Background: an optimization exercise with open tools, aiming at small area. Do not read the settings as production practice. The RTL was checked by simulation tests, not by an equivalence proof against the original design. The clock port is modelled as an ideal driver; clocking choices that lean on that would not hold on a real chip.

rev 12:
==> flow/design.v (excerpt) <==
module polar_costas (
  input aclk,
  input aresetn,
  input signed [15:0] s_axis_i_tdata,
  input               s_axis_i_tvalid,
  output              s_axis_i_tready,
  input signed [15:0] s_axis_q_tdata,
  input               s_axis_q_tvalid,
  output              s_axis_q_tready,
  output signed [15:0] m_axis_i_sync_tdata,
  output               m_axis_i_sync_tvalid,
  input                m_axis_i_sync_tready,
  output signed [15:0] m_axis_q_sync_tdata,
  output               m_axis_q_sync_tvalid,
  input                m_axis_q_sync_tready
);
reg signed [38:0] pacc;
wire [9:0] phase;
wire       nco_valid;
nco nco (
  .aclk(aclk),
  .aresetn(aresetn),
  .s_axis_phase_tvalid(s_axis_i_tvalid),
  .pacc(pacc),
  .phase(phase),
  .m_axis_data_tvalid(nco_valid)
);
reg v1, v2, v3, v4, pd_valid;
wire both = nco_valid & s_axis_i_tvalid & s_axis_q_tvalid;
always @(posedge aclk or negedge aresetn)
  if (!aresetn) begin
    v1 <= 1'b0; v2 <= 1'b0; v3 <= 1'b0; v4 <= 1'b0; pd_valid <= 1'b0;
  end
  else begin
    v1 <= both; v2 <= v1; v3 <= v2; v4 <= v3; pd_valid <= v4;
  end
wire signed [31:0] re, im;
cmpy_0 cmpy (
  .aclk(aclk),
  .phase(phase),
  .s_axis_b_tdata({s_axis_q_tdata, s_axis_i_tdata}),
  .re_o(re),
  .im_o(im)
);
assign m_axis_i_sync_tdata = {re[31], re[31:17]};
assign m_axis_q_sync_tdata = {im[31], im[31:17]};
assign m_axis_i_sync_tvalid = v4;
assign m_axis_q_sync_tvalid = v4;
reg signed [31:0] pd;
wire signed [31:0] pd_plus  = re[31] ? -im : im;
wire signed [31:0] pd_minus = im[31] ? -re : re;
always @(posedge aclk)
  pd <= pd_plus - pd_minus;
wire signed [37:0] sum;
wire               lf_valid;
loop_filter lp (
  .rst_n(aresetn),
  .clk(aclk),
  .pd(pd),
  ...
Size in the first run: roughly 2500 flip-flops, roughly 74 I/O pins, ~110000 sq um of cells after synthesis.
Settings: LEC_CHECK=0, ABC_AREA=1, CAP_MARGIN=20, CORE_MARGIN=2, CORE_UTILIZATION=60, CTS_BUF_LIST=sky130_fd_sc_hd__clkbuf_4 sky130_fd_sc_hd__clkbuf_8, GPL_TIMING_DRIVEN=0, SLEW_MARGIN=20; clock period 10.0 ns.
run.sh (not shown) runs the stock make flow with config.mk's settings and CLKGATE_MAP_FILE= SYNTH_SCRIPT=/design/flow/synth_recipe.tcl, a recipe that flattens the netlist after the stock synthesis.
Flow for rev 12 halted at 5_1_grt, error code GRT-0116.
## Diff of input files: rev 13 against rev 12
- CORE_UTILIZATION changed from 60 to 40
- GPL_TIMING_DRIVEN removed (was 0)
- CTS_BUF_LIST removed (was sky130_fd_sc_hd__clkbuf_4 sky130_fd_sc_hd__clkbuf_8)
==> run notes <==
- Rev 13 | stages: all done | timing, DRC, antenna: all pass
- NOTE: width of the die in rev 13 exceeds that of rev 12
- Rev 13 has number of setup buffers added after CTS below what rev 12 had.
- The basic-gate share of the synthesized area counting and, or, nand and nor cells was comparable across rev 13 and rev 12.
- Rev 13: post-DP HPWL about 35% below rev 12
- Max number of H-tree branching levels across rev 13 and rev 12: rev 12
- Rev 13: number of gates resized after CTS lower than rev 12
- Clock buffer count from CTS (rev 13 / rev 12): 0.64

========
polar_costas, a different RTL version from the one above (not shown whole).
For scale: ~5900 cells after synthesis, ~2500 flip-flops, about 74 I/O pins, roughly 100000 um2 of cells after synthesis.
Settings: LEC_CHECK=0, ABC_AREA=1, CAP_MARGIN=20, CORE_MARGIN=2, CORE_UTILIZATION=55, SLEW_MARGIN=20; clock period 10.0 ns.
standard.sh (not shown) runs the stock make flow with config.mk's settings and CLKGATE_MAP_FILE= SYNTH_SCRIPT=/design/flow/synth_recipe.tcl, a recipe that flattens the netlist after the stock synthesis.
==> flow/flow/run.sh <==
#!/bin/bash
# Own flow: the standard ORFS layout (standard.sh) with these changes.
#  1. Synthesis runs synth_recipe.tcl with one more option on yosys synth,
#     -noabc, which drops the quick ABC pass inside synth's fine stage, so that
#     extract_fa sees the design's adder trees as written; and the final ABC
#     mapping uses flow/abc_area.script (area-oriented mapping with &nf)
#     in place of ORFS's abc_area.script. Everything else (-nofsm -noshare,
#     the ORFS synthesis script, dfflibmap, flattening and renaming) is
#     unchanged, so the registers are those of the standard synthesis.
#  2. Clock-tree synthesis uses larger sink clusters, no dummy loads and no
#     non-default routing rule on the clock nets.
#  3. Every input and output port still gets its buffer (buffer_ports), of the
#     smallest buffer cell; the resizer sizes it up where timing needs it.
set -euo pipefail
W=$PWD
sed 's/yosys synth -nofsm -noshare {\*}\$args/yosys synth -nofsm -noshare -noabc {*}$args/' synth_recipe.tcl > synth_own.tmp
grep -q -- '-noabc' synth_own.tmp
{
  head -n 1 synth_own.tmp
  cat <<EOF
proc abc {args} {
  set i [lsearch \$args -script]
  if {\$i >= 0} { lset args [expr {\$i + 1}] $W/flow/abc_area.script }
  yosys abc {*}\$args
}
EOF
  tail -n +2 synth_own.tmp
} > synth_own.tcl
sed "s#SYNTH_SCRIPT=[^ ]*#SYNTH_SCRIPT=$W/synth_own.tcl#" standard.sh > standard_own.sh
grep -q 'synth_own.tcl' standard_own.sh
export CTS_ARGS="-sink_clustering_enable -repair_clock_nets -dont_use_dummy_load -apply_ndr none -sink_clustering_size 30 -sink_clustering_max_diameter 100"
export BUFFER_PORTS_ARGS="-buffer_cell sky130_fd_sc_hd__buf_1"
bash standard_own.sh > standard.log 2>&1
==> flow/flow/abc_area.script <==
strash
&get -n
&fraig -x
&put
scorr
dc2
strash
&get -n
&dch -f
&nf -R 1000
&put
topo
stime -c
The first run finished clean.
Rerun with:
==> flow/run.sh (new file) <==
#!/bin/bash
# synth_recipe.tcl (not shown) runs the flow's synth.tcl, then flattens the netlist and writes it again
# the make line also repeats each setting of config.mk as NAME=value (left out here)
make -C /OpenROAD-flow-scripts/flow DESIGN_CONFIG=/design/flow/config.mk WORK_HOME=/design/flow/orfs CLKGATE_MAP_FILE= SYNTH_SCRIPT=/design/flow/synth_recipe.tcl finish
- CORE_UTILIZATION: 55 -> 40
- CTS_CLUSTER_DIAMETER: unset -> 70
- CTS_CLUSTER_SIZE: unset -> 34
removed: flow/flow/run.sh
removed: flow/flow/abc_area.script
removed: flow/standard.sh
What happened:
- The changed run completed and failed the layout checks on design-rule violations
- die area rises by 42%
- setup slack improved by 960 ps
- cell count rises by 22%
Rerun with:
==> flow/flow/run.sh (new file) <==
#!/bin/bash
# Own flow: the standard ORFS layout (standard.sh) with these changes.
#  1. Synthesis runs synth_recipe.tcl with one more option on yosys synth,
#     -noabc, which drops the quick ABC pass inside synth's fine stage, so that
#     extract_fa sees the design's adder trees as written; and the final ABC
#     mapping uses flow/abc_area.script (area-oriented mapping with &nf)
#     in place of ORFS's abc_area.script. Everything else (-nofsm -noshare,
#     the ORFS synthesis script, dfflibmap, flattening and renaming) is
#     unchanged, so the registers are those of the standard synthesis.
#  2. Clock-tree synthesis uses larger sink clusters, no dummy loads and no
#     non-default routing rule on the clock nets.
#  3. Every input and output port still gets its buffer (buffer_ports), of the
#     smallest buffer cell; the resizer sizes it up where timing needs it.
set -euo pipefail
W=$PWD
sed 's/yosys synth -nofsm -noshare {\*}\$args/yosys synth -nofsm -noshare -noabc {*}$args/' synth_recipe.tcl > synth_own.tmp
grep -q -- '-noabc' synth_own.tmp
{
  head -n 1 synth_own.tmp
  cat <<EOF
proc abc {args} {
  set i [lsearch \$args -script]
  if {\$i >= 0} { lset args [expr {\$i + 1}] $W/flow/abc_area.script }
  yosys abc {*}\$args
}
EOF
  tail -n +2 synth_own.tmp
} > synth_own.tcl
sed "s#SYNTH_SCRIPT=[^ ]*#SYNTH_SCRIPT=$W/synth_own.tcl#" standard.sh > standard_own.sh
grep -q 'synth_own.tcl' standard_own.sh
export CTS_ARGS="-sink_clustering_enable -repair_clock_nets -dont_use_dummy_load -apply_ndr none -sink_clustering_size 36 -sink_clustering_max_diameter 60"
export BUFFER_PORTS_ARGS="-buffer_cell sky130_fd_sc_hd__buf_1"
bash standard_own.sh > standard.log 2>&1
==> flow/flow/abc_area.script (new file) <==
strash
&get -n
&fraig -x
&put
scorr
dc2
strash
&get -n
&dch -f
&nf -R 1000
&put
topo
stime -c
==> flow/standard.sh (new file) <==
#!/bin/bash
# synth_recipe.tcl (not shown) runs the flow's synth.tcl, then flattens the netlist and writes it again
# the make line also repeats each setting of config.mk as NAME=value (left out here)
make -C /OpenROAD-flow-scripts/flow DESIGN_CONFIG=/design/flow/config.mk WORK_HOME=/design/flow/orfs CLKGATE_MAP_FILE= SYNTH_SCRIPT=/design/flow/synth_recipe.tcl "${@:-finish}"
- CAP_MARGIN: 20 -> 5
- CORE_UTILIZATION: 40 -> 55
- CTS_CLUSTER_DIAMETER: 70 -> unset
- CTS_CLUSTER_SIZE: 34 -> unset
- SLEW_MARGIN: 20 -> 5
removed: flow/run.sh
This time the run finished with timing, DRC and antenna clean.
Non-clock buffer count grows by 24.
Die area drops by 29%.
Setup slack loses 980 ps.
Worst hold slack gets worse by 55 ps.
Clock skew rises by 67 ps.
Cell count fell by about 18%.
Sequential share of layout area grows by 2.3 points.
Routed wire length goes down by about 3%.
Clock-buffer cell count grows by 20.
Area after synthesis decreases by about 3.2%.
Rerun with:
==> flow/flow/run.sh (replaced) <==
#!/bin/bash
# Standard layout, with clock-tree synthesis told not to add dummy loads.
set -e
export CTS_ARGS="-sink_clustering_enable -repair_clock_nets -dont_use_dummy_load -sink_clustering_size 30 -sink_clustering_max_diameter 100"
bash standard.sh > standard.log 2>&1
- CAP_MARGIN: 5 -> 20
- CORE_UTILIZATION: 55 -> 40
- CTS_CLUSTER_DIAMETER: unset -> 100
- CTS_CLUSTER_SIZE: unset -> 30
- SLEW_MARGIN: 5 -> 20
removed: flow/flow/abc_area.script
Result: Now the flow ran to the end with violations: design-rule violations. Final area climbs by 2.3%. First-iteration DRC count climbs by 3.7%. Count of clock-buffer cells in the layout drops by 34. Fmax climbs by about 13%. Flip-flop and latch count is unchanged. Routed wire length climbs by about 3%. Synthesized area climbs by 3.3%.
Rerun with:
==> flow/flow/run.sh (replaced) <==
#!/bin/bash
# Own flow: the standard ORFS layout (standard.sh) with these changes.
#  1. Synthesis runs synth_recipe.tcl with one more option on yosys synth,
#     -noabc, which drops the quick ABC pass inside synth's fine stage, so that
#     extract_fa sees the design's adder trees as written; and the final ABC
#     mapping uses flow/abc_area.script (area-oriented mapping with &nf)
#     in place of ORFS's abc_area.script. Everything else (-nofsm -noshare,
#     the ORFS synthesis script, dfflibmap, flattening and renaming) is
#     unchanged, so the registers are those of the standard synthesis.
#  2. Clock-tree synthesis uses larger sink clusters, no dummy loads and no
#     non-default routing rule on the clock nets.
#  3. Every input and output port still gets its buffer (buffer_ports), of the
#     smallest buffer cell; the resizer sizes it up where timing needs it.
set -euo pipefail
W=$PWD
sed 's/yosys synth -nofsm -noshare {\*}\$args/yosys synth -nofsm -noshare -noabc {*}$args/' synth_recipe.tcl > synth_own.tmp
grep -q -- '-noabc' synth_own.tmp
{
  head -n 1 synth_own.tmp
  cat <<EOF
proc abc {args} {
  set i [lsearch \$args -script]
  if {\$i >= 0} { lset args [expr {\$i + 1}] $W/flow/abc_area.script }
  yosys abc {*}\$args
}
EOF
  tail -n +2 synth_own.tmp
} > synth_own.tcl
sed "s#SYNTH_SCRIPT=[^ ]*#SYNTH_SCRIPT=$W/synth_own.tcl#" standard.sh > standard_own.sh
grep -q 'synth_own.tcl' standard_own.sh
export CTS_ARGS="-sink_clustering_enable -repair_clock_nets -dont_use_dummy_load -apply_ndr none -sink_clustering_size 30 -sink_clustering_max_diameter 100"
export BUFFER_PORTS_ARGS="-buffer_cell sky130_fd_sc_hd__buf_1"
bash standard_own.sh > standard.log 2>&1
==> flow/flow/abc_area.script (new file) <==
strash
&get -n
&fraig -x
&put
scorr
dc2
strash
&get -n
&dch -f
&nf -R 1000
&put
topo
stime -c
- CTS_CLUSTER_DIAMETER: 100 -> unset
- CTS_CLUSTER_SIZE: 30 -> unset
After rerunning:
- This time the run finished with timing, DRC and antenna clean
- non-clock buffer count goes up by 38
- area after synthesis goes down by about 3.2%
- worst setup slack gets worse by 1300 ps
- final cell count goes down by about 8%
- die area goes down by about 3.2%
- sequential share of layout area goes up by 1.1 points
- clock skew goes down by 37 ps
- routed wire length goes down by about 4.4%
- maximum frequency goes down by about 15%
- worst hold slack gets better by 12 ps

-- what the ideal ports hide --
The results above use ideal ports. As a check the final layouts listed here were re-extracted and re-timed, cells and wires unchanged.
Step 1 assumes that a clkbuf_16 drives the clock port and a buf_2 every other input.
Step 2 also shifts input and output timing later by t, the mid clock arrival at the registers, as if the neighbouring blocks saw the same clock.
a / b / c = ideal ports / drivers / drivers and shift; a / b = the first two.
run	t, ns	setup slack, ns	slew at the worst register clock pin (ns)	worst data-port slew with drivers (ns)	cell pins on the clock port's net
rev 13	0.943	0.493 / 0.493 / 0.493	0.07 / 0.07	0.10	1
the first run of note 2	0.811	1.265 / 1.265 / 1.265	0.12 / 0.12	0.08	1
the second run of note 2	0.872	2.220 / 2.220 / 2.220	0.12 / 0.12	0.17	1
the third run of note 2	0.832	1.242 / 1.242 / 1.242	0.12 / 0.12	0.10	1
the fourth run of note 2	0.801	2.278 / 2.278 / 2.278	0.12 / 0.12	0.17	1
the fifth run of note 2	0.851	0.934 / 0.934 / 0.934	0.11 / 0.11	0.04	1
